This design comes from an exercise in tuning for small area on the open sky130 flow, not from production work.
Only simulation tests tie the RTL to the original design; equivalence was not proved.
No driver is modelled on the clock port, so clocking that relies on it looks cheaper here than on a real chip.
Power is estimated from default activity; no workload was simulated.

===== flow/config.mk =====
export PLATFORM = sky130hd
export DESIGN_NAME = master
export DESIGN_NICKNAME = master
export VERILOG_FILES = /design/flow/design.v
export SDC_FILE = /design/flow/constraint.sdc
export NUM_CORES = 4
export LEC_CHECK = 0
export ABC_AREA = 1
export CAP_MARGIN = 20
export CORE_MARGIN = 2
export CORE_UTILIZATION = 40
export PLACE_DENSITY = 0.6
export SLEW_MARGIN = 20

===== flow/constraint.sdc =====
create_clock -name core_clock -period 5.0 [get_ports {CLK}]
set_input_delay 1.0000 -clock core_clock [delete_from_list [all_inputs] [get_ports {CLK}]]
set_output_delay 1.0000 -clock core_clock [all_outputs]
set_load 0.01 [all_outputs]

===== flow/design.v =====
`timescale 1ns / 1ps
module master #
(
	parameter	READ_ADDR		= 123,
	parameter	READ_ADDR_FAST	= 456,
	parameter	WRITE_ADDR		= 789,
	parameter	READ_ADDR_MPU	= 114
)
(
	input	CLK,
	input	RESET,
	input	MISO,
	output	reg MOSI,
	output	FLASH_CS,
	output	SENSOR_CS
);
localparam	READ_DATA_INSTR		= 8'h3;
localparam	WRITE_ENABLE_INSTR	= 8'h6;
localparam	WRITE_DISABLE_INSTR	= 8'h4;
localparam	FAST_READ_INSTR		= 8'h0;
function [23:0] rev24(input [23:0] x);
	integer k;
	for (k = 0; k < 24; k = k + 1) rev24[k] = x[23 - k];
endfunction
localparam [63:0] V1 = {31'd0, rev24(READ_ADDR), READ_DATA_INSTR, 1'b0};
localparam [63:0] V2 = {22'd0, rev24(WRITE_ADDR), WRITE_ENABLE_INSTR, 1'b0,
						WRITE_ENABLE_INSTR, 1'b0};
localparam [63:0] V3 = {14'd0, 8'd0, rev24(READ_ADDR_FAST), FAST_READ_INSTR, 1'b0,
						WRITE_DISABLE_INSTR, 1'b0};
localparam [63:0] V4 = {32'd0, rev24(READ_ADDR), FAST_READ_INSTR};
localparam [3:0] C1 = 4'd0, R = 4'd1, L1 = 4'd2, C2 = 4'd3, W = 4'd4, C3 = 4'd5,
				 FR = 4'd6, L2 = 4'd7, C4 = 4'd8, SR = 4'd9, L3 = 4'd10, TERM = 4'd11;
reg		[6:0]	c;			 
reg		[3:0]	st;
reg		[5:0]	it;
reg		[66:0]	r;			 
reg				stage;
wire	rise = c[6] & c[5] & c[1] & c[0];		 
always @(posedge CLK)
	if (RESET)		c <= 7'd50;
	else if (rise)	c <= 7'd0;
	else			c <= c + 7'd1;
reg last;
always @* begin
	case (st)
		C1:			last = it[5];						 
		C2:			last = it[5] & it[3] & it[0];		 
		C3:			last = it[5] & it[4] & it[0];		 
		C4:			last = &it[4:0];					 
		default:	last = &it;							 
	endcase
end
wire	term = st[3] & st[1] & st[0];			 
always @(posedge CLK)
	if (RESET) begin
		st <= C1;
		it <= 6'd0;
	end else if (rise) begin
		it <= last ? 6'd0 : it + 6'd1;
		if (last && !term) st <= st + 4'd1;
	end
wire	sampling = (st == R) || (st == FR) || (st == SR);
wire	led = (st == L1) || (st == L2) || (st == L3);
always @(posedge CLK)
	r <= {r[65:0], (rise && sampling) ? MISO : r[66]};
always @(posedge CLK)
	if ((led && c == {1'b0, it}) || (st == W && c == 7'd51)) stage <= r[0];
always @(posedge CLK)
	if (RESET) MOSI <= 1'b0;
	else if (rise) case (st)
		C1:			MOSI <= V1[it];
		C2:			MOSI <= (it == 6'd0) ? stage : V2[it];
		C3:			MOSI <= (it == 6'd0) ? stage : V3[it];
		C4:			MOSI <= V4[it];
		W, L1, L2, L3, TERM:	MOSI <= stage;
		default:	MOSI <= 1'b0;
	endcase
assign FLASH_CS = !((st == C1 && it != 6'd0) || st == R ||
				((st == C2 || st == C3) && it != 6'd0 && it != 6'd9 && it < 6'd42));
assign SENSOR_CS = !(st == C4 || st == SR);
endmodule

===== flow/flow/run.sh =====
#!/bin/bash
# Own layout flow: the standard ORFS flow with
#  - synthesis: the standard flow's script, but the final ABC mapping uses an area-oriented
#    script (flow/area.abc, run with several seeds, smallest result kept) and
#    the adders are left to ABC (no extract_fa);
#    the front-end (synth -nofsm -noshare, flatten, renames) is unchanged,
#    so the registers are those of the standard synthesis;
#  - CTS without dummy loads; afterwards each clock buffer is downsized to the
#    smallest clkbuf that keeps every flip-flop clock pin's slew under 110 ps
#    (flow/post_cts.tcl);
#  - port buffers of the smallest buffer cell.
set -euo pipefail
W=$PWD
F=$W/flow
# synthesis script = synth_recipe.tcl with hooks inserted after its first line
{ head -n 1 synth_recipe.tcl; cat "$F/synth_hooks.tcl"; tail -n +2 synth_recipe.tcl; } > my_synth.tcl
sed "s#SYNTH_SCRIPT=[^ ]*synth_recipe.tcl#SYNTH_SCRIPT=$W/my_synth.tcl#" standard.sh > my_standard.sh
grep -q "SYNTH_SCRIPT=$W/my_synth.tcl" my_standard.sh
export MY_ABC_DIR=$W/abc_scripts
mkdir -p "$MY_ABC_DIR"
for S in ${MY_ABC_SEEDS:-1 2 3 4 5 6 7 8}; do
  sed "s/SEED/$S/" "$F/area.abc" > "$MY_ABC_DIR/seed_$S.abc"
done
export CTS_ARGS="-sink_clustering_enable -repair_clock_nets -dont_use_dummy_load -buf_list sky130_fd_sc_hd__clkbuf_8"
export POST_CTS_TCL=$F/post_cts.tcl
export MY_CLK_SLEW_PS=110
export BUFFER_PORTS_ARGS="-buffer_cell sky130_fd_sc_hd__buf_1"
bash my_standard.sh > flow_make.log 2>&1

===== flow/flow/area.abc =====
strash
&get -n
&deepsyn -T 30 -S SEED
&put
dch -f
map -a
topo

===== flow/flow/post_cts.tcl =====
# Downsize each clock-tree buffer to the smallest clkbuf whose flip-flop clock
# pins keep a slew under the limit below (placement parasitics, with margin
# for the extracted ones). Smaller cells keep their origin, so placement stays
# legal.
set my_clk_slew_limit [expr {$::env(MY_CLK_SLEW_PS) / 1000.0}]  ;# in ns, as STA reports slews
proc my_sink_slew {inst} {
  set w 0
  foreach opin [get_pins -of_objects $inst -filter "direction == output"] {
    foreach pin [get_pins -of_objects [get_nets -of_objects $opin] -filter "direction == input"] {
      foreach a {max min} { foreach e {rise fall} {
        set s [get_property $pin slew_${a}_$e]
        if {[string is double -strict $s] && $s > $w} { set w $s }
      }}
    }
  }
  return $w
}
proc my_all_sink_slew {} {
  set w 0
  foreach pin [get_pins -hierarchical */CLK] {
    foreach a {max min} { foreach e {rise fall} {
      set s [get_property $pin slew_${a}_$e]
      if {[string is double -strict $s] && $s > $w} { set w $s }
    }}
  }
  return $w
}
estimate_parasitics -placement
puts "my_post_cts: worst clock pin slew before [my_all_sink_slew]"
# leaves first (those driving flip-flops), then the buffers above them
set leaves {}
set others {}
foreach inst [get_cells -filter "ref_name =~ sky130_fd_sc_hd__clkbuf_*"] {
  set drives_ff 0
  foreach opin [get_pins -of_objects $inst -filter "direction == output"] {
    foreach pin [get_pins -of_objects [get_nets -of_objects $opin] -filter "direction == input"] {
      if {[get_property $pin name] == "CLK"} { set drives_ff 1 }
    }
  }
  if {$drives_ff} { lappend leaves $inst } else { lappend others $inst }
}
foreach inst [concat $leaves $others] {
  set name [get_full_name $inst]
  set orig [get_property $inst ref_name]
  foreach cand {sky130_fd_sc_hd__clkbuf_1 sky130_fd_sc_hd__clkbuf_2 sky130_fd_sc_hd__clkbuf_4} {
    if {$cand == $orig} { break }
    replace_cell $inst $cand
    estimate_parasitics -placement
    if {[my_all_sink_slew] <= $my_clk_slew_limit} {
      puts "my_post_cts: $name $orig -> $cand"
      break
    }
    replace_cell $inst $orig
    estimate_parasitics -placement
  }
}
puts "my_post_cts: worst clock pin slew after [my_all_sink_slew]"

===== flow/flow/synth_hooks.tcl =====
# Final ABC mapping: instead of ORFS's script, run an area-oriented script
# (&deepsyn, then area mapping) with several random seeds and keep the
# smallest mapped netlist. Flip-flops are mapped before ABC and untouched.
proc abc {args} {
  set li [lsearch -exact $args -liberty]
  set lib [lindex $args [expr {$li + 1}]]
  foreach opt {-script -D} {
    set i [lsearch -exact $args $opt]
    if {$i >= 0} { set args [lreplace $args $i [expr {$i + 1}]] }
  }
  yosys design -save my_pre_abc
  set best_area 1e18
  set n 0
  foreach script [lsort [glob $::env(MY_ABC_DIR)/*.abc]] {
    yosys design -load my_pre_abc
    yosys abc -script $script {*}$args
    set tmp $::env(MY_ABC_DIR)/stat_$n.txt
    yosys tee -q -o $tmp stat -liberty $lib
    set fh [open $tmp r]
    set txt [read $fh]
    close $fh
    if {[regexp {Chip area for module [^:]*: ([0-9.]+)} $txt -> area]} {
      puts "my_abc: $script area $area"
      if {$area < $best_area} {
        set best_area $area
        yosys design -save my_best_abc
      }
    }
    incr n
  }
  puts "my_abc: best area $best_area"
  yosys design -load my_best_abc
}
# leave adders to ABC instead of mapping them to half/full adder cells
proc extract_fa {args} {}

===== flow/standard.sh =====
#!/bin/bash
# synth_recipe.tcl (not shown) runs the flow's synth.tcl, then flattens the netlist and writes it again
# the make line also repeats each setting of config.mk as NAME=value (left out here)
make -C /OpenROAD-flow-scripts/flow DESIGN_CONFIG=/design/flow/config.mk WORK_HOME=/design/flow/orfs CLKGATE_MAP_FILE= SYNTH_SCRIPT=/design/flow/synth_recipe.tcl "${@:-finish}"

==> impl_results.md, run 1 <==
- Outcome: finished clean
- Synth Area per Inst: 11.1 µm²
- Worst Setup Path Type: reg -> out
- Pwr Density: 390 mW/mm²
- Flops & latches, synth: 86
- CP most frequent cell: clkinv_1
- Lkg Pwr: 0.000937 µW
- Starting density of the core: 42.0%
- Worst path required time: 4.00 ns
- Area of the multi-input gates: 532 µm²
- Area share of the largest cell type after synthesis: 72.2%
- Slowest-stage cell, CP: dfxtp_1
- WHS Path Cells: 0
- Fmax achieved: 331 MHz
- Post-route ant nets: 0
- Final min period: 3.02 ns
- Routability cong.: 0.927
- Final Util: 45.5%
- Max Cap Viol: 0
- Worst Path Arrival: 2.02 ns
- Avg WL per Cell: 12.2 µm
- Max Slew Vio Count: 0
- Synth warn: 1
- Setup TNS: 0 ns
- Fill count: 548
- RSZ-0062 raised after global routing: false
- Hold Fails Final Rpt: 0
- Slew headroom: 70.7%
- Number of remaining DRC errors: 0
- Post-route clock skew: 0.0308 ns
- Initial antenna violation count: 0
- Fin crit share: 60.5%
- Die area: 0.00652 mm²
- Final WL: 3.65 mm
- First-pass GRT wire length: 6.30 mm
- Synth top area cells: dfxtp_1 72%, nor2_1 4.6%, clkinv_1 4.0%
- Synthesized cell area: 0.00236 mm²
- Clock Sinks: 86
- DR vias/cell: 4.92
- Max IR drop VDD: 0.000294 V
- WHS: 0.322 ns
- Largest net degree at the start of global routing: 16
- TritonRoute pass-1 iters: 5
- # rows: 27
- Post-Syn Instances: 212
- Area grow syn2layout: 8.17%
- Skew-Pair Late Insertion Delay: 0.47 ns
- Clock-pin transition on the worst setup and hold timing paths: 0.10 ns
- Diode count: 0
- Number of global-route vias before repair: 1337
- IO buf count: 5
- Final setup viols: 0
- Fraction of layout cells with a size suffix above 1: 4.42%
- Synth Flop Type: dfxtp_1
- Ports: 6
- Critical-path maximum fanout: 6
- Max stage delay on crit path: 0.46 ns
- Reg area: 0.00173 mm²
- Min-delay worst type: reg -> reg
- R2R depth: 16
- Critical Path End Type: primary output
- Ys async rst share: 0%
- Tot GR Track Use: 12.9%
- Yosys top cell by area: dfxtp_1
- Sequential area share after synthesis: 73.5%
- DR vias: 1466
- Net Count, Synth: 215
- CTS tree: yes
- Commonest cells post-synth: 85 x dfxtp_1, 29 x nor2_1, 25 x clkinv_1, 15 x nand2_1, 13 x o21ai_0
- Nets: 231
- Total gr overflow: 0
- Die height: 80.8 µm
- Distinct cell type count after synthesis: 26
- Iter 0 DRT Violations: 175
- Critical path, cell by cell: clkinv_1 > nor2_1 > clkinv_1 > o211ai_1 > a2bb2oi_1 > buf_1
- Most instantiated library cell after synthesis: dfxtp_1
- Startpoint types: flip-flop
- HPWL Detailed: 2.37 mm
- Die width: 80.8 µm
- Worst Tran Pin Value: 0.438 ns
- Post-synth EDFFs: 1
- Core area: 0.00561 mm²
==> area by class of cell <==
type / instances / area share (%)
sequential: 86 / 67.9
timing repair buffer: 5 / 0.736
inverter: 25 / 3.68
tap: 72 / 3.53
clock buffer: 9 / 3.29
multi-input combinational: 101 / 20.9
==> sequential cells by signal, indices dropped and copies added, names as in the netlist <==
register and flops:
st 4, MOSI 1, c 7, stage 1, r 67, it 6
==> logic make-up after synthesis <==
kind of cell	Yosys count	share of synthesized area, %
flip-flops	86	73.5
XOR/XNOR	1	0.372
buffers and inverters	25	3.98
AND/OR/NAND/NOR	60	10.7
AO/OA/AOI/OAI	40	11.5
==> metrics by stage <==
step | instances | setup WS [ns] | instance area, µm² | total power, µW
6_report | 298 | 1.98 | 2550 | 994
5_1_grt | 298 | 1.41 | 2550 | 1040
3_5_place_dp | 289 | 2.02 | 2470 | 718
3_3_place_gp | 289 | 2.20 | 2470 | 718
2_1_floorplan | 212 | 2.47 | 2360 | 714
==> routing by layer <==
layer  part of all wire [%]  vias to the layer above  global-route usage [%]
li1                       -                      748                       -
met1                     49                      651                    17.7
met2                     41                       59                    18.4
met3                    8.0                        8                    5.44
met4                    1.5                        0                    3.90
met5                      0                        -                       0
==> power breakdown <==
part           internal [µW]  switching (µW)  total [µW]
sequential               688            2.12         690
clock                    104             187         291
combinational           4.17            8.02        12.2
total                    796             198         994
==> critical path, delay by kind of cell, from the launching register on <==
family / cells / cell delay (ns)
AOI/OAI and AO/OA: 2 / 0.38
DFF: 1 / 0.46
and+or+nand+nor: 1 / 0.18
buffers and inverters: 3 / 0.54
==> layout by cell type (no fill, tap or decap), drive strengths merged, types with 2 or more instances in the layout <==
cell,synthesis,layout
a211oi,4,4
a21oi,5,5
a221oi,3,3
a31oi,3,3
buf,0,5
clkbuf,0,9
clkinv,25,25
dfxtp,85,85
nand2,15,15
nand3,2,2
nand4,3,3
nor2,29,29
nor3,10,10
o21ai,13,13
o221ai,2,2
==> final timing paths <==
kind                            from                 end  slack, ns
setup / recovery  st[1]$_SDFFE_PP0P_            FLASH_CS       1.98
setup reg to reg     c[0]$_SDFF_PP0_  st[2]$_SDFFE_PP0P_       2.01
hold / removal         r[10]$_DFF_P_       r[11]$_DFF_P_       0.32
hold reg to reg        r[10]$_DFF_P_       r[11]$_DFF_P_       0.32
==> inputs of run 2 (changes only) <==
--- a/flow/design.v
+++ b/flow/design.v
@@ -22,7 +22,7 @@
 	integer k;
 	for (k = 0; k < 24; k = k + 1) rev24[k] = x[23 - k];
 endfunction
-localparam [63:0] V1 = {31'd0, rev24(READ_ADDR), READ_DATA_INSTR, 1'b0};
+localparam [63:0] V1 = {22'd0, rev24(READ_ADDR), READ_DATA_INSTR, 1'b0, 9'd0};
 localparam [63:0] V2 = {22'd0, rev24(WRITE_ADDR), WRITE_ENABLE_INSTR, 1'b0,
 						WRITE_ENABLE_INSTR, 1'b0};
 localparam [63:0] V3 = {14'd0, 8'd0, rev24(READ_ADDR_FAST), FAST_READ_INSTR, 1'b0,
@@ -43,8 +43,7 @@
 reg last;
 always @* begin
 	case (st)
-		C1:			last = it[5];						 
-		C2:			last = it[5] & it[3] & it[0];		 
+		C1, C2:		last = it[5] & it[3] & it[0];		 
 		C3:			last = it[5] & it[4] & it[0];		 
 		C4:			last = &it[4:0];					 
 		default:	last = &it;							 
@@ -54,7 +53,7 @@
 always @(posedge CLK)
 	if (RESET) begin
 		st <= C1;
-		it <= 6'd0;
+		it <= 6'd9;
 	end else if (rise) begin
 		it <= last ? 6'd0 : it + 6'd1;
 		if (last && !term) st <= st + 4'd1;
@@ -75,7 +74,7 @@
 		W, L1, L2, L3, TERM:	MOSI <= stage;
 		default:	MOSI <= 1'b0;
 	endcase
-assign FLASH_CS = !((st == C1 && it != 6'd0) || st == R ||
-				((st == C2 || st == C3) && it != 6'd0 && it != 6'd9 && it < 6'd42));
+assign FLASH_CS = !(st == R ||
+				((st == C1 || st == C2 || st == C3) && it != 6'd0 && it != 6'd9 && it < 6'd42));
 assign SENSOR_CS = !(st == C4 || st == SR);
 endmodule
--- a/flow/flow/run.sh
+++ b/flow/flow/run.sh
@@ -6,7 +6,7 @@
 #    the front-end (synth -nofsm -noshare, flatten, renames) is unchanged,
 #    so the registers are those of the standard synthesis;
 #  - CTS without dummy loads; afterwards each clock buffer is downsized to the
-#    smallest clkbuf that keeps every flip-flop clock pin's slew under 110 ps
+#    smallest clkbuf that keeps every flip-flop clock pin's slew under 120 ps
 #    (flow/post_cts.tcl);
 #  - port buffers of the smallest buffer cell.
 set -euo pipefail
@@ -23,6 +23,6 @@
 done
 export CTS_ARGS="-sink_clustering_enable -repair_clock_nets -dont_use_dummy_load -buf_list sky130_fd_sc_hd__clkbuf_8"
 export POST_CTS_TCL=$F/post_cts.tcl
-export MY_CLK_SLEW_PS=110
+export MY_CLK_SLEW_PS=120
 export BUFFER_PORTS_ARGS="-buffer_cell sky130_fd_sc_hd__buf_1"
 bash my_standard.sh > flow_make.log 2>&1
==> run 2 against run 1 <==
Net effect: worst setup slack worse by 0.20 ns; die area down 0.56%; wire length fell by 1.9%; critical path depth decreased by 1; hold slack got worse by 0.036 ns; sequential power barely moved; largest cell class unchanged; non-clock buffer count unchanged; synthesized area decreased by 0.58%; sequential share of layout area up 0.47 points; total power is 0.97% lower; global-route usage is 0.68 points higher; largest power group unchanged.
==> impl_results.md, run 2 <==
- Outcome: finished clean
- Worst Setup Path Type: reg -> out
- Sw Share: 19.8% (-0.11 points)
- Hold Path End: r[19]$_DFF_P_
- Initial antenna violation count: 0 (unchanged)
- Critical-path maximum fanout: 7 (+1)
- Lkg Pwr: 0.000957 µW (+2.2%)
- Startpoint types: flip-flop
- Routability cong.: 0.845 (-8.8%)
- Synth Flop Type: dfxtp_1
- Skew-Pair Late Insertion Delay: 0.71 ns (+0.24 ns)
- Slowest-stage cell, CP: dfxtp_1
- Final WL: 3.58 mm (-1.9%)
- Number of remaining DRC errors: 0 (unchanged)
- Hold Fails Final Rpt: 0 (unchanged)
- Post-route ant nets: 0 (unchanged)
- Clock share of power: 28.7% (-0.6 points)
- Yosys top cell by area: dfxtp_1
- Max IR drop VDD: 0.000293 V (-0.33%)
- Commonest cells post-synth: 85 x dfxtp_1, 35 x nor2_1, 21 x clkinv_1, 16 x nand2_1, 16 x o21ai_0
- HPWL Detailed: 2.44 mm (+3.2%)
- Reg2Reg Setup Slack: 2.56 ns (+0.55 ns)
- Largest net degree at the start of global routing: 15 (-1)
- Pwr Density: 389 mW/mm² (-0.28%)
- Final setup viols: 0 (unchanged)
- Avg WL per Cell: 11.9 µm (-2.6%)
- DR vias/cell: 4.73 (-3.9%)
- # rows: 27 (unchanged)
- Fraction of layout cells with a size suffix above 1: 3.95% (-0.48 points)
- Core area: 0.00557 mm² (-0.60%)
- Worst Path Arrival: 2.22 ns (+0.20 ns)
- Die area: 0.00649 mm² (-0.56%)
- Synth Area per Inst: 11.0 µm² (-1.5%)
- Area share of the largest cell type after synthesis: 72.6% (+0.42 points)
- Largest registers: r (67), c (7), it (6)
- Total gr overflow: 0 (unchanged)
- Setup TNS: 0 ns (unchanged)
- R2r startpoint: c[1]$_SDFF_PP1_
- Critical path, cell by cell: clkinv_1 > o21ai_0 > a41oi_1 > a32oi_1 > buf_1
- WHS: 0.286 ns (-0.0361 ns)
- Cell Area, Placed: 0.00245 mm² (-0.56%)
- Area grow syn2layout: 8.06%
- Nets: 233 (+0.87%)
- Post-synth EDFFs: 1 (unchanged)
- Final min period: 3.22 ns (+0.195 ns)
- Commonest non-fill, non-tap cells in the layout: 85 x dfxtp_1, 35 x nor2_1, 21 x clkinv_1
- Max reg flops: 67 (unchanged)
- Clock Sinks: 86 (unchanged)
- TritonRoute pass-1 iters: 4 (-1)
- R2R Path End: st[3]$_SDFFE_PP0P_
- Iter 0 DRT Violations: 75 (-57%)
- Tot GR Track Use: 13.5% (+0.68 points)
- Max Slew Vio Count: 0 (unchanged)
- R2R depth: 14 (-2)
- IO buf count: 5 (unchanged)
- Net Count, Synth: 217 (+0.93%)
- Worst path required time: 4.00 ns (about the same)
- Die width: 80.5 µm (-0.28%)
- Fin crit share: 64.4% (+3.9 points)
- Critical Path End Type: primary output
- Number of global-route vias before repair: 1332 (-0.37%)
- Sequential area share after synthesis: 73.9% (+0.43 points)
- Die height: 80.5 µm (-0.28%)
- Flops & latches, synth: 86 (unchanged)
- Synth warn: 1 (unchanged)
- P_sw: 195 µW (-1.5%)
- Diode count: 0 (unchanged)
- Fmax achieved: 311 MHz (-6.1%)
- Slew headroom: 65.1% (-5.6 points)
- Min-delay worst type: reg -> reg
- Worst path buffer plus inverter count: 2 (-1)
- Power share of the combinational group: 1.0% (-0.2 points)
- Pint: 789 µW (-0.83%)
- Distinct cell type count after synthesis: 24 (-7.7%)
- Finished Cell Area: 0.00253 mm² (-0.69%)
- Post-route clock skew: 0.0657 ns (+0.0349 ns)
- First-pass GRT wire length: 6.35 mm (+0.78%)
- Most common library cell in the layout ignoring fill and taps: dfxtp_1
- Most instantiated library cell after synthesis: dfxtp_1
- Clock-pin transition on the worst setup and hold timing paths: 0.11 ns (about the same)
- Post-Syn Instances: 214 (+0.94%)
- Delay-heaviest family, CP: compound AO/OA/AOI/OAI gates
- CTS tree: yes
- Fill count: 529 (-3.5%)
- DR vias: 1418 (-3.3%)
- Max stage delay on crit path: 0.42 ns (-0.04 ns)
- WHS Path Cells: 0 (unchanged)
- Synthesized cell area: 0.00234 mm² (-0.58%)
- Max Cap Viol: 0 (unchanged)
- RSZ-0062 raised after global routing: false
- Starting density of the core: 42.0% (about the same)
- Ys async rst share: 0% (unchanged)
- Largest Register: r
- Sequential power share: 70.3% (+0.8 points)
- Ports: 6 (unchanged)
- HP Start: r[18]$_DFF_P_
- Worst Tran Pin Value: 0.510 ns (+0.0721 ns)
- Synth top area cells: dfxtp_1 73%, nor2_1 5.6%, o21ai_0 3.4%
## run 2: kinds of logic after synthesis
family	Yosys count	share of synthesized area (%)
AO/OA/AOI/OAI	41	10.8
flip-flops	86	73.9
AND/OR/NAND/NOR	65	11.5
multiplexers	1	0.480
buffers and inverters	21	3.36
## run 2: worst max-delay path by stage
stage / slack (ns) / cells past startpoint / end / from
after detailed placement: 2.58 / 5 / FLASH_CS / st[2]$_SDFFE_PP0P_
final: 1.78 / 5 / FLASH_CS / st[2]$_SDFFE_PP0P_
after floorplan: 2.83 / 4 / FLASH_CS / st[2]$_SDFFE_PP0P_
after global placement: 2.58 / 5 / FLASH_CS / st[2]$_SDFFE_PP0P_
after global routing: 1.52 / 5 / FLASH_CS / st[2]$_SDFFE_PP0P_
## run 2: cell type report
cell class | instances | area, µm² | share of cell area, %
repair buffers | 5 | 18.8 | 0.741
flip-flops and latches | 86 | 1730 | 68.4
inverters | 21 | 78.8 | 3.11
clock buffers | 9 | 80.1 | 3.16
multi-input cells | 107 | 533 | 21.0
well taps | 72 | 90.1 | 3.56
## run 2: layer usage
metal / routed length, µm / global-route usage, % / up-vias
met5: 0 / 0 / -
met4: 73 / 7.63 / 0
met3: 222 / 6.07 / 7
met2: 1550 / 18.9 / 33
met1: 1740 / 17.2 / 634
li1: - / - / 744
## run 2: per-stage QoR
| step | total power (µW) | setup slack, ns | std cells | utilization, % |
|---|---|---|---|---|
| after global routing | 1030 | 1.52 | 300 | 45.4 |
| final | 984 | 1.78 | 300 | 45.4 |
| after global placement | 717 | 2.58 | 291 | 44.0 |
| after detailed placement | 717 | 2.58 | 291 | 44.0 |
| after floorplan | 713 | 2.83 | 214 | - |
## run 2: power by group through the flow
stage	sequential [µW]	clock, µW	combinational, µW
finish	691	283	9.89
global route	692	325	11.8
detailed placement	707	0	9.90
global placement	707	0	9.88
floorplan	707	0	6.92
==> inputs of run 3 (changes only) <==
--- a/flow/design.v
+++ b/flow/design.v
@@ -27,7 +27,7 @@
 						WRITE_ENABLE_INSTR, 1'b0};
 localparam [63:0] V3 = {14'd0, 8'd0, rev24(READ_ADDR_FAST), FAST_READ_INSTR, 1'b0,
 						WRITE_DISABLE_INSTR, 1'b0};
-localparam [63:0] V4 = {32'd0, rev24(READ_ADDR), FAST_READ_INSTR};
+localparam [63:0] V4 = {22'd0, rev24(READ_ADDR), FAST_READ_INSTR, 10'd0};
 localparam [3:0] C1 = 4'd0, R = 4'd1, L1 = 4'd2, C2 = 4'd3, W = 4'd4, C3 = 4'd5,
 				 FR = 4'd6, L2 = 4'd7, C4 = 4'd8, SR = 4'd9, L3 = 4'd10, TERM = 4'd11;
 reg		[6:0]	c;			 
@@ -43,9 +43,8 @@
 reg last;
 always @* begin
 	case (st)
-		C1, C2:		last = it[5] & it[3] & it[0];		 
+		C1, C2, C4:	last = it[5] & it[3] & it[0];		 
 		C3:			last = it[5] & it[4] & it[0];		 
-		C4:			last = &it[4:0];					 
 		default:	last = &it;							 
 	endcase
 end
@@ -55,7 +54,7 @@
 		st <= C1;
 		it <= 6'd9;
 	end else if (rise) begin
-		it <= last ? 6'd0 : it + 6'd1;
+		it <= last ? ((st == L2) ? 6'd10 : 6'd0) : it + 6'd1;
 		if (last && !term) st <= st + 4'd1;
 	end
 wire	sampling = (st == R) || (st == FR) || (st == SR);
--- a/flow/flow/run.sh
+++ b/flow/flow/run.sh
@@ -1,8 +1,8 @@
 #!/bin/bash
 # Own layout flow: the standard ORFS flow with
-#  - synthesis: the standard flow's script, but the final ABC mapping uses an area-oriented
-#    script (flow/area.abc, run with several seeds, smallest result kept) and
-#    the adders are left to ABC (no extract_fa);
+#  - synthesis: the standard flow's script, but the final ABC mapping uses area-oriented
+#    scripts (flow/area.abc, flow/area_nf.abc, each run with several seeds,
+#    smallest result kept) and the adders are left to ABC (no extract_fa);
 #    the front-end (synth -nofsm -noshare, flatten, renames) is unchanged,
 #    so the registers are those of the standard synthesis;
 #  - CTS without dummy loads; afterwards each clock buffer is downsized to the
@@ -19,7 +19,8 @@
 export MY_ABC_DIR=$W/abc_scripts
 mkdir -p "$MY_ABC_DIR"
 for S in ${MY_ABC_SEEDS:-1 2 3 4 5 6 7 8}; do
-  sed "s/SEED/$S/" "$F/area.abc" > "$MY_ABC_DIR/seed_$S.abc"
+  sed "s/SEED/$S/" "$F/area.abc" > "$MY_ABC_DIR/map_seed_$S.abc"
+  sed "s/SEED/$S/" "$F/area_nf.abc" > "$MY_ABC_DIR/nf_seed_$S.abc"
 done
 export CTS_ARGS="-sink_clustering_enable -repair_clock_nets -dont_use_dummy_load -buf_list sky130_fd_sc_hd__clkbuf_8"
 export POST_CTS_TCL=$F/post_cts.tcl
==> flow/flow/area_nf.abc (new file) <==
strash
&get -n
&deepsyn -T 30 -S SEED
&dch -f
&nf -a -R 1000
&put
topo
==> run 3 against run 2 <==
Net effect: first-iteration DRC count fell by 5.3%; sequential share of layout area rose by 0.37 points; cell area fell by 0.54%; synthesized cell count fell by 7.9%; flip-flop and latch count did not move; sequential power barely moved; clock-buffer cell count did not move; combinational power rose by 12%; clock power barely moved; critical path type unchanged; largest cell class unchanged; largest power group unchanged; highest routed layer unchanged.
==> impl_results.md, run 3 <==
- Outcome: finished clean
- Ports: 6 (unchanged)
- Slew headroom: 69.3% (+4.2 points)
- Startpoint types: flip-flop
- Worst path required time: 4.00 ns (about the same)
- Largest registers: r (67), c (7), it (6)
- HPWL Detailed: 2.18 mm (-11%)
- Reg2Reg Setup Slack: 2.59 ns (+0.03 ns)
- Routability cong.: 0.921 (+9.0%)
- Critical Path End Type: primary output
- Most common library cell in the layout ignoring fill and taps: dfxtp_1
- Fill count: 537 (+1.5%)
- IO buf count: 5 (unchanged)
- Number of global-route vias before repair: 1250 (-6.2%)
- Worst Setup Path Type: reg -> out
- Yosys top cell by area: dfxtp_1
- Clock-pin transition on the worst setup and hold timing paths: 0.11 ns (about the same)
- Post-route clock skew: 0.0389 ns (-0.0268 ns)
- Initial antenna violation count: 0 (unchanged)
- Most instantiated library cell after synthesis: dfxtp_1
- Max IR drop VDD: 0.000249 V (-15%)
- CTS tree: yes
- Reg area: 0.00173 mm² (unchanged)
- Max Slew Vio Count: 0 (unchanged)
- Lkg Pwr: 0.000951 µW (-0.62%)
- Synth Flop Type: dfxtp_1
- First-pass GRT wire length: 5.88 mm (-7.4%)
- Total gr overflow: 0 (unchanged)
- DR vias: 1360 (-4.1%)
- Synth top area cells: dfxtp_1 73%, a21oi_1 3.0%, nor2_1 2.9%
- Tot GR Track Use: 12.7% (-0.83 points)
- Nets: 216 (-7.3%)
- # rows: 27 (unchanged)
- Largest Register: r
- Max Cap Viol: 0 (unchanged)
- Fin crit share: 59.5% (-4.9 points)
- Ys async rst share: 0% (unchanged)
- Max reg flops: 67 (unchanged)
- Pwr Density: 392 mW/mm² (+0.76%)
- Area of the multi-input gates: 578 µm² (+8.5%)
- Critical-path maximum fanout: 7 (unchanged)
- Area grow syn2layout: 7.99% (about the same)
- Post-synth EDFFs: 1 (unchanged)
- Commonest cells post-synth: 85 x dfxtp_1, 18 x nor2_1, 14 x a21oi_1, 13 x nand2_1, 12 x o21ai_0
- Commonest non-fill, non-tap cells in the layout: 85 x dfxtp_1, 18 x nor2_1, 14 x a21oi_1
- Starting density of the core: 41.8% (-0.20 points)
- Fraction of layout cells with a size suffix above 1: 4.27% (+0.32 points)
- Synth warn: 1 (unchanged)
- Sequential area share after synthesis: 74.2% (+0.36 points)
- DR vias/cell: 4.81 (+1.7%)
- Synthesized cell area: 0.00233 mm² (-0.48%)
- Clock Sinks: 86 (unchanged)
- TritonRoute pass-1 iters: 4 (unchanged)
- Hold Fails Final Rpt: 0 (unchanged)
- Avg WL per Cell: 12.2 µm (+1.9%)
- Worst Tran Pin Value: 0.460 ns (-0.0506 ns)
- Diode count: 0 (unchanged)
- Die height: 80.4 µm (-0.22%)
- Setup TNS: 0 ns (unchanged)
- Distinct cell type count after synthesis: 32 (+33%)
- Fmax achieved: 336 MHz (+8.2%)
- Cell Count Post-Placement: 274 (-5.8%)
- Final setup viols: 0 (unchanged)
- Post-Syn Instances: 197 (-7.9%)
- Skew-Pair Late Insertion Delay: 0.49 ns (-0.22 ns)
- Die width: 80.4 µm (-0.22%)
- Flops & latches, synth: 86 (unchanged)
- Core area: 0.00557 mm² (unchanged)
- RSZ-0062 raised after global routing: false
- Iter 0 DRT Violations: 71 (-5.3%)
- Die area: 0.00646 mm² (-0.45%)
- Min-delay worst type: reg -> reg
- Largest net degree at the start of global routing: 15 (unchanged)
- Net Count, Synth: 200 (-7.8%)
- Post-Layout Cell Count: 283 (-5.7%)
- Number of remaining DRC errors: 0 (unchanged)
- Synth Area per Inst: 11.8 µm² (+8.1%)
- Area share of the largest cell type after synthesis: 73.0% (+0.35 points)
- Final min period: 2.98 ns (-0.243 ns)
- Post-route ant nets: 0 (unchanged)
- Worst Path Arrival: 1.98 ns (-0.24 ns)
- Final WL: 3.44 mm (-3.9%)
## run 3: area by class of cell
cell class / count / area share [%]
inverter: 6 / 0.894
tap: 72 / 3.58
timing repair buffer: 5 / 0.745
sequential: 86 / 68.8
multi-input combinational: 105 / 23.0
clock buffer: 9 / 3.08
## run 3: cells by family after synthesis
group | share of synthesized area [%]
muxes | 0.483
buffers and inverters | 0.966
and+or+nand+nor | 12.0
xor gates and xnor gates | 1.13
AOI/OAI and AO/OA | 11.2
DFF | 74.2
## run 3: worst max-delay path: stages (launching register included)
cell and delay [ns]:
dfxtp_1 0.43, clkinv_1 0.18, a21oi_1 0.20, nand2_1 0.09, o22a_1 0.20, o21ai_0 0.22, buf_1 0.18
## run 3: per-layer routing
| layer | track usage, % | wire length, µm | vias to the layer above |
|---|---|---|---|
| met5 | 0 | 0 | - |
| met4 | 5.93 | 45 | 0 |
| met3 | 7.98 | 247 | 6 |
| met2 | 16.2 | 1380 | 34 |
| met1 | 16.6 | 1770 | 614 |
| li1 | - | - | 706 |
## run 3: power breakdown
part           total, µW  internal, µW  switching (µW)
clock network        282          95.3             187
registers            693           689            3.80
logic               11.1          4.81            6.34
## run 3: metrics by stage
stage / hold WS (ns) / util (%) / cell area (µm²) / power [µW] / worst slack [ns]
after floorplan: 0.310 / - / 2330 / 716 / 2.79
after global placement: 0.312 / 43.8 / 2440 / 720 / 2.49
after detailed placement: 0.312 / 43.8 / 2440 / 720 / 2.56
after global routing: 0.297 / 45.2 / 2520 / 1040 / 1.85
final: 0.289 / 45.2 / 2520 / 986 / 2.02
## run 3: path summary, 6_finish.rpt
check                           from                  to  cells after the start
setup / recovery  it[0]$_SDFFE_PP1P_            FLASH_CS                      6
hold / removal          r[9]$_DFF_P_       r[10]$_DFF_P_                      0
setup reg to reg  st[2]$_SDFFE_PP0P_  st[2]$_SDFFE_PP0P_                      9
hold reg to reg         r[9]$_DFF_P_       r[10]$_DFF_P_                      0
==> inputs of run 4 (changes only) <==
--- a/flow/flow/post_cts.tcl
+++ b/flow/flow/post_cts.tcl
@@ -1,4 +1,7 @@
-# Downsize each clock-tree buffer to the smallest clkbuf whose flip-flop clock
+# Clock tree trimming after CTS (ORFS POST_CTS_TCL hook):
+# 1. re-cluster the flip-flops evenly under the H-tree's leaf buffers (each
+#    leaf moved to the centre of its cluster), then
+# 2. downsize each clock-tree buffer to the smallest clkbuf whose flip-flop clock
 # pins keep a slew under the limit below (placement parasitics, with margin
 # for the extracted ones). Smaller cells keep their origin, so placement stays
 # legal.
@@ -25,8 +28,85 @@
   }
   return $w
 }
+proc my_drives_ff {inst} {
+  set net [[$inst findITerm X] getNet]
+  foreach it [$net getITerms] { if {[[$it getMTerm] getName] == "CLK"} { return 1 } }
+  return 0
+}
+# Balanced re-clustering of the flip-flop clock pins under the existing leaf
+# buffers: capacity-limited k-means on pin positions, each leaf buffer moved
+# to its cluster's centre.
+proc my_recluster {} {
+  set block [ord::get_db_block]
+  set leaves {}
+  foreach inst [$block getInsts] {
+    if {[string match sky130_fd_sc_hd__clkbuf_* [[$inst getMaster] getName]] && [my_drives_ff $inst]} {
+      lappend leaves $inst
+    }
+  }
+  set k [llength $leaves]
+  set sinks {}
+  foreach inst $leaves {
+    foreach it [[[$inst findITerm X] getNet] getITerms] {
+      if {[$it getInst] != $inst} { lappend sinks $it }
+    }
+  }
+  set pts {}
+  foreach it $sinks {
+    set b [[$it getInst] getBBox]
+    lappend pts [list [expr {([$b xMin] + [$b xMax]) / 2}] [expr {([$b yMin] + [$b yMax]) / 2}]]
+  }
+  set n [llength $pts]
+  set cap [expr {($n + $k - 1) / $k}]
+  set cen {}
+  foreach inst $leaves { lappend cen [$inst getLocation] }
+  for {set iter 0} {$iter < 40} {incr iter} {
+    set pairs {}
+    for {set p 0} {$p < $n} {incr p} {
+      lassign [lindex $pts $p] x y
+      for {set g 0} {$g < $k} {incr g} {
+        lassign [lindex $cen $g] cx cy
+        lappend pairs [list [expr {abs($x - $cx) + abs($y - $cy)}] $p $g]
+      }
+    }
+    set pairs [lsort -real -index 0 $pairs]
+    set asg [lrepeat $n -1]
+    set cnt [lrepeat $k 0]
+    foreach pr $pairs {
+      lassign $pr d p g
+      if {[lindex $asg $p] >= 0 || [lindex $cnt $g] >= $cap} { continue }
+      lset asg $p $g
+      lset cnt $g [expr {[lindex $cnt $g] + 1}]
+    }
+    set newcen {}
+    for {set g 0} {$g < $k} {incr g} {
+      set sx 0; set sy 0; set m 0
+      foreach pt $pts a $asg {
+        if {$a == $g} { lassign $pt x y; set sx [expr {$sx + $x}]; set sy [expr {$sy + $y}]; incr m }
+      }
+      if {$m > 0} { lappend newcen [list [expr {$sx / $m}] [expr {$sy / $m}]] } else { lappend newcen [lindex $cen $g] }
+    }
+    set cen $newcen
+  }
+  foreach it $sinks a $asg {
+    set net [[[lindex $leaves $a] findITerm X] getNet]
+    if {[$it getNet] != $net} { $it disconnect; $it connect $net }
+  }
+  for {set g 0} {$g < $k} {incr g} {
+    set inst [lindex $leaves $g]
+    lassign [lindex $cen $g] cx cy
+    set w [[$inst getMaster] getWidth]
+    $inst setLocation [expr {int($cx - $w / 2)}] [expr {int($cy)}]
+    replace_cell [get_cells [$inst getName]] sky130_fd_sc_hd__clkbuf_8
+  }
+  detailed_placement
+  estimate_parasitics -placement
+}
+
 estimate_parasitics -placement
 puts "my_post_cts: worst clock pin slew before [my_all_sink_slew]"
+my_recluster
+puts "my_post_cts: worst clock pin slew after re-clustering [my_all_sink_slew]"
 # leaves first (those driving flip-flops), then the buffers above them
 set leaves {}
 set others {}
@@ -54,4 +134,6 @@
     estimate_parasitics -placement
   }
 }
+detailed_placement
+estimate_parasitics -placement
 puts "my_post_cts: worst clock pin slew after [my_all_sink_slew]"
==> run 4 against run 3 <==
Net effect: still clean on timing, DRC and antenna; critical endpoint unchanged; highest routed layer unchanged; die area stayed put; critical path depth unchanged; synthesized cell count stayed put; clock skew shrank 0.0066 ns.
==> impl_results.md, run 4 <==
- Outcome: finished clean
- Post-route clock skew: 0.0323 ns (-0.00661 ns)
- Die width: 80.4 µm (unchanged)
- Met3 usage: 5.62% (-2.4 points)
- Lkg Pwr: 0.000946 µW (-0.58%)
- Max reg flops: 67 (unchanged)
- Fin crit share: 63.3% (+3.8 points)
- Largest net degree at the start of global routing: 13 (-2)
- RSZ-0062 raised after global routing: false
- Area grow syn2layout: 7.67%
- Fmax achieved: 316 MHz (-6.0%)
- Ys async rst share: 0% (unchanged)
- CTS tree: yes
- Critical-path maximum fanout: 7 (unchanged)
- HP Start: r[37]$_DFF_P_
- Hold Path End: r[38]$_DFF_P_
- Cell Area, Placed: 0.00244 mm² (unchanged)
- Min-delay worst type: reg -> reg
- Diode count: 0 (unchanged)
- Post-route ant nets: 0 (unchanged)
- Worst Setup Path Type: reg -> out
- Yosys top cell by area: dfxtp_1
- Critical Path End Type: primary output
- Max stage delay on crit path: 0.44 ns (about the same)
- Net Count, Synth: 200 (unchanged)
- R2R depth: 9 (unchanged)
- Iter 0 DRT Violations: 51 (-28%)
- Commonest cells post-synth: 85 x dfxtp_1, 18 x nor2_1, 14 x a21oi_1, 13 x nand2_1, 12 x o21ai_0
- Max Cap Viol: 0 (unchanged)
- Synth Area in Compound Gates: 11.2% (unchanged)
- Final min period: 3.17 ns (+0.190 ns)
- Worst Tran Pin Value: 0.497 ns (+0.0375 ns)
- Tot GR Track Use: 12.9% (+0.14 points)
- Number of remaining DRC errors: 0 (unchanged)
- Flops & latches, synth: 86 (unchanged)
- Routability cong.: 0.921 (unchanged)
- R2R Path End: st[2]$_SDFFE_PP0P_
- DR vias: 1351 (-0.66%)
- Distinct cell type count after synthesis: 32 (unchanged)
- Ports: 6 (unchanged)
- Avg WL per Cell: 12.2 µm (+0.41%)
- DR vias/cell: 4.77 (-0.66%)
- Nets: 216 (unchanged)
- Core area: 0.00557 mm² (unchanged)
- Largest family of logic cells by synthesized area: simple AND/OR/NAND/NOR gates
- # rows: 27 (unchanged)
- Fraction of layout cells with a size suffix above 1: 3.79% (-0.47 points)
- Met2 usage: 17.0% (+0.83 points)
- Slew headroom: 66.9% (-2.5 points)
- Hold Fails Final Rpt: 0 (unchanged)
- GRT met1 Usage: 16.7% (+0.14 points)
- Most instantiated library cell after synthesis: dfxtp_1
- Synth Area in XOR/XNOR: 1.13% (unchanged)
- Final setup viols: 0 (unchanged)
- Critical path, cell by cell: clkinv_1 > a21oi_1 > nand2_1 > o22a_1 > o21ai_0 > buf_1
- WHS Path Cells: 0 (unchanged)
- HPWL Detailed: 2.18 mm (unchanged)
- Simple-gate share of the synthesized area: 12.0% (unchanged)
- Setup TNS: 0 ns (unchanged)
- Die area: 0.00646 mm² (unchanged)
- TritonRoute pass-1 iters: 4 (unchanged)
- Starting density of the core: 41.8% (unchanged)
- Area share of the largest cell type after synthesis: 73.0% (unchanged)
- Post-Syn Instances: 197 (unchanged)
- Delay-heaviest family, CP: compound AO/OA/AOI/OAI gates
- Clock Sinks: 86 (unchanged)
- Skew-Pair Late Insertion Delay: 0.69 ns (+0.20 ns)
- Worst path required time: 4.00 ns (about the same)
- Max IR drop VDD: 0.000236 V (-5.5%)
- R2r startpoint: st[2]$_SDFFE_PP0P_
- Sequential area share after synthesis: 74.2% (unchanged)
- Finished Cell Area: 0.00251 mm² (-0.30%)
- Worst path buffer plus inverter count: 2 (unchanged)
- Max Slew Vio Count: 0 (unchanged)
- Post-synth EDFFs: 1 (unchanged)
- Synth top area cells: dfxtp_1 73%, a21oi_1 3.0%, nor2_1 2.9%
- Fraction of synthesized area in multiplexers: 0.483% (unchanged)
- Final WL: 3.46 mm (+0.41%)
- Pwr Density: 389 mW/mm² (-0.56%)
- Reg2Reg Setup Slack: 2.59 ns (about the same)
- Largest registers: r (67), c (7), it (6)
- Critical Path Source: it[0]$_SDFFE_PP1P_
- Worst Path Arrival: 2.17 ns (+0.19 ns)
- Startpoint types: flip-flop
- Slowest-stage cell, CP: dfxtp_1
- WHS: 0.304 ns (+0.0146 ns)
- Synth Area per Inst: 11.8 µm² (unchanged)
- Synthesized cell area: 0.00233 mm² (unchanged)
- Most common library cell in the layout ignoring fill and taps: dfxtp_1
- Adder-cell share of the synthesized area: 0% (unchanged)
- Die height: 80.4 µm (unchanged)
- Initial antenna violation count: 0 (unchanged)
- Number of global-route vias before repair: 1243 (-0.56%)
- GRT busiest layer: met2
- First-pass GRT wire length: 5.96 mm (+1.4%)
- Synth Flop Type: dfxtp_1
- Largest Register: r
- Total gr overflow: 0 (unchanged)
- Synth warn: 1 (unchanged)
- Commonest non-fill, non-tap cells in the layout: 85 x dfxtp_1, 18 x nor2_1, 14 x a21oi_1
- IO buf count: 5 (unchanged)
- Clock-pin transition on the worst setup and hold timing paths: 0.11 ns (about the same)
[run 4: worst max path at each step]
stage | endpoint | slack (ns) | depth (start not counted)
2_1_floorplan | FLASH_CS | 2.79 | 5
3_3_place_gp | FLASH_CS | 2.49 | 6
3_5_place_dp | FLASH_CS | 2.56 | 6
5_1_grt | FLASH_CS | 1.56 | 6
6_report | FLASH_CS | 1.83 | 6
[run 4: area by class of cell]
cell class,instances,area (µm²)
fill,538,3060
multi-input combinational,105,578
tap,72,90.1
sequential,86,1730
clock buffer,9,70.1
inverter,6,22.5
timing repair buffer,5,18.8
[run 4: power by group]
| group | switching (µW) | internal [µW] | total (µW) |
|---|---|---|---|
| registers | 3.73 | 689 | 693 |
| logic | 6.27 | 4.81 | 11.1 |
| clock network | 189 | 84.6 | 274 |
| total | 199 | 778 | 978 |
[run 4: layer usage]
metal / part of all wire [%] / vias to the layer above
li1: - / 708
met4: 1.1 / 0
met2: 41 / 41
met3: 6.7 / 6
met1: 51 / 596
met5: 0 / -
[run 4: metrics by stage]
| step | total power, µW | std cells | worst slack (ns) | utilization, % |
|---|---|---|---|---|
| after floorplan | 716 | 197 | 2.79 | - |
| after global placement | 720 | 274 | 2.49 | 43.8 |
| after detailed placement | 720 | 274 | 2.56 | 43.8 |
| after global routing | 1030 | 283 | 1.56 | 45.1 |
| final | 978 | 283 | 1.83 | 45.1 |
[run 4: cell families after synthesis]
logic type | after synthesis
flip-flops | 86
AND/OR/NAND/NOR | 59
AO/OA/AOI/OAI | 42
buffers and inverters | 6
XOR/XNOR | 3
multiplexers | 1
==> inputs of run 5 (changes only) <==
--- a/flow/flow/run.sh
+++ b/flow/flow/run.sh
@@ -18,7 +18,7 @@
 grep -q "SYNTH_SCRIPT=$W/my_synth.tcl" my_standard.sh
 export MY_ABC_DIR=$W/abc_scripts
 mkdir -p "$MY_ABC_DIR"
-for S in ${MY_ABC_SEEDS:-1 2 3 4 5 6 7 8}; do
+for S in ${MY_ABC_SEEDS:-1 2 3 4 5 6 7 8 9 10 11 12 13 14}; do
   sed "s/SEED/$S/" "$F/area.abc" > "$MY_ABC_DIR/map_seed_$S.abc"
   sed "s/SEED/$S/" "$F/area_nf.abc" > "$MY_ABC_DIR/nf_seed_$S.abc"
 done
==> run 5 against run 4 <==
Net effect: still clean; sequential power about the same; synthesized area shrank 0.11%; utilization barely moved; critical path depth unchanged; sequential share of layout area up 0.069 points; wire length fell by 0.43%; clock skew shrank 0.0014 ns; largest cell class unchanged.
==> impl_results.md, run 5 <==
- Setup WS pre-CTS: 2.34 ns (-0.223 ns)
- Lkg Pwr: 0.000915 µW (-3.3%)
- Final setup viols: 0 (unchanged)
- Starting density of the core: 41.8% (-0.045 points)
- # rows: 27 (unchanged)
- Min-delay worst type: reg -> reg
- Slew headroom: 62.3% (-4.5 points)
- Yosys top cell by area: dfxtp_1
- Worst Setup Path Type: reg -> out
- Met3 usage: 5.39% (-0.22 points)
- Area share of the largest cell type after synthesis: 73.0% (+0.078 points)
- Distinct cell type count after synthesis: 32 (unchanged)
- First-pass GRT wire length: 6.02 mm (+0.92%)
- HP Start: r[37]$_DFF_P_
- R2r startpoint: c[0]$_SDFF_PP0_
- Post-synth EDFFs: 1 (unchanged)
- Most instantiated library cell after synthesis: dfxtp_1
- CTS tree: yes
- Tot GR Track Use: 12.5% (-0.35 points)
- Diode count: 0 (unchanged)
- TritonRoute pass-1 iters: 4 (unchanged)
- Synth Flop Type: dfxtp_1
- Synth warn: 1 (unchanged)
- Reg2Reg Setup Slack: 2.32 ns (-0.27 ns)
- Setup TNS: 0 ns (unchanged)
- Hold Path End: r[38]$_DFF_P_
- Ports: 6 (unchanged)
- HPWL Detailed: 2.18 mm (about the same)
- Net Count, Synth: 199 (-0.50%)
- WHS Path Cells: 0 (unchanged)
- GRT met1 Usage: 16.3% (-0.38 points)
- Commonest cells post-synth: 85 x dfxtp_1, 18 x a21oi_1, 16 x nand2_1, 13 x nor2_1, 11 x o21ai_0
- Post-route ant nets: 0 (unchanged)
- Nets: 215 (-0.46%)
- Die area: 0.00645 mm² (-0.11%)
- DR vias: 1395 (+3.3%)
- Max IR drop VDD: 0.000207 V (-12%)
- RSZ-0062 raised after global routing: false
- Hold Fails Final Rpt: 0 (unchanged)
- Post-Syn Instances: 196 (-0.51%)
- Skew-Pair Late Insertion Delay: 0.66 ns (-0.03 ns)
- Iter 0 DRT Violations: 94 (+84%)
- R2R Path End: st[2]$_SDFFE_PP0P_
- Worst Path Arrival: 2.22 ns (+0.05 ns)
- Area grow syn2layout: 7.68% (about the same)
- Outcome: finished clean
- Max reg flops: 67 (unchanged)
- R2R depth: 10 (+1)
- Post-route clock skew: 0.0309 ns (-0.00145 ns)
- Largest net degree at the start of global routing: 13 (unchanged)
- Total gr overflow: 0 (unchanged)
- Fraction of layout cells with a size suffix above 1: 3.81% (+0.018 points)
- Worst path required time: 4.00 ns (about the same)
- Number of remaining DRC errors: 0 (unchanged)
- Final worst slack: 1.78 ns (-0.0494 ns)
- Largest registers: r (67), c (7), it (6)
- Worst Tran Pin Value: 0.564 ns (+0.0674 ns)
- Max Slew Vio Count: 0 (unchanged)
- Met2 usage: 17.1% (+0.083 points)
- Fin crit share: 64.3% (+0.99 points)
- Avg WL per Cell: 12.2 µm (about the same)
- Fmax achieved: 311 MHz (-1.5%)
- Synth Area per Inst: 11.9 µm² (+0.40%)
- Startpoint types: flip-flop
- Routability cong.: 0.878 (-4.7%)
- Final min period: 3.22 ns (+0.0494 ns)
- Number of global-route vias before repair: 1351 (+8.7%)
- Clock-pin transition on the worst setup and hold timing paths: 0.11 ns (about the same)
- Sequential area share after synthesis: 74.3% (+0.080 points)
- IO buf count: 5 (unchanged)
- Synth top area cells: dfxtp_1 73%, a21oi_1 3.9%, nand2_1 2.6%
- Final WL: 3.44 mm (-0.43%)
- Max Cap Viol: 0 (unchanged)
- Clock Sinks: 86 (unchanged)
- Critical-path maximum fanout: 12 (+5)
- GRT busiest layer: met2
- DR vias/cell: 4.95 (+3.6%)
- Most common library cell in the layout ignoring fill and taps: dfxtp_1
- Synthesized cell area: 0.00233 mm² (-0.11%)
- Initial antenna violation count: 0 (unchanged)
- Die height: 80.3 µm (about the same)
- Flops & latches, synth: 86 (unchanged)
- Ys async rst share: 0% (unchanged)
- Pwr Density: 386 mW/mm² (-0.88%)
- Commonest non-fill, non-tap cells in the layout: 85 x dfxtp_1, 18 x a21oi_1, 16 x nand2_1
- Core area: 0.00557 mm² (unchanged)
- Die width: 80.3 µm (about the same)
- Largest Register: r
- Critical Path End Type: primary output
-- run 5: cell families after synthesis --
kind of cell / synth area share [%]
simple gates: 9.67
flops: 74.3
xor+xnor: 1.88
compound gates: 12.4
mux: 0.483
buf+inv: 1.29
-- run 5: worst max-delay path: stages (launching register included) --
cell     delay, ns
dfxtp_1       0.46
nor4_1        0.44
a21oi_1       0.12
o21ai_0       0.25
nand2_1       0.08
nand2_1       0.07
buf_1         0.15
-- run 5: through the flow --
stage          utilization (%)  total power (µW)  hold slack, ns  std cells  instance area, µm²
6_report                  45.0               968           0.335        282                2510
5_1_grt                   45.0              1020           0.335        282                2510
3_5_place_dp              43.7               721           0.312        273                2440
3_3_place_gp              43.7               721           0.312        273                2440
2_1_floorplan                -               716           0.310        196                2330
-- run 5: where the power goes --
group,internal [µW],switching [µW]
clock network,84.5,179
registers,689,4.16
logic,4.92,6.71
-- run 5: layer usage --
layer  share of wire (%)  vias up
li1                    -      711
met1                  51      630
met2                  40       41
met3                 5.5       13
met4                 3.0        0
met5                   0        -
-- run 5: worst max path at each step --
stage / cells past startpoint / to / slack (ns) / from
6_report: 6 / FLASH_CS / 1.78 / it[1]$_SDFFE_PP0P_
5_1_grt: 6 / FLASH_CS / 1.45 / it[1]$_SDFFE_PP0P_
3_3_place_gp: 10 / st[2]$_SDFFE_PP0P_ / 2.49 / c[0]$_SDFF_PP0_
3_5_place_dp: 10 / st[2]$_SDFFE_PP0P_ / 2.34 / c[0]$_SDFF_PP0_
2_1_floorplan: 10 / st[2]$_SDFFE_PP0P_ / 2.74 / c[0]$_SDFF_PP0_
-- run 5: area by class of cell --
class,count,area (µm²)
inverter,8,30.0
clock buffer,9,70.1
fill,533,3070
tap,72,90.1
multi-input combinational,102,568
sequential,86,1730
timing repair buffer,5,18.8

static timing again, ports no longer ideal:
No port has a modelled driver above. Below, the same layouts with a new extraction and two added sets of constraints. Step 1, drivers: a clkbuf_16 drives CLK and a buf_2 each remaining input, both assumed. Step 2, shift: input delay + t, output delay - t, t = (earliest + latest rising clock arrival at the registers) / 2. This alone moves slack from input paths to output paths. a / b / c = ideal / step 1 / step 2; a / b = the first two.
| run | t (ns) | setup slack, ns | worst setup path at the end | slew at the worst register clock pin (ns) |
|---|---|---|---|---|
| run 1 | 0.481 | 1.976 / 1.956 / 2.005 | register to register | 0.11 / 0.11 |
| run 2 | 0.707 | 1.780 / 1.754 / 2.461 | register to output | 0.11 / 0.11 |
| run 3 | 0.495 | 2.024 / 2.001 / 2.497 | register to output | 0.11 / 0.11 |
| run 4 | 0.700 | 1.834 / 1.809 / 2.509 | register to output | 0.11 / 0.12 |
| run 5 | 0.670 | 1.785 / 1.762 / 2.320 | register to register | 0.11 / 0.11 |
After both steps every run listed still meets setup and hold.
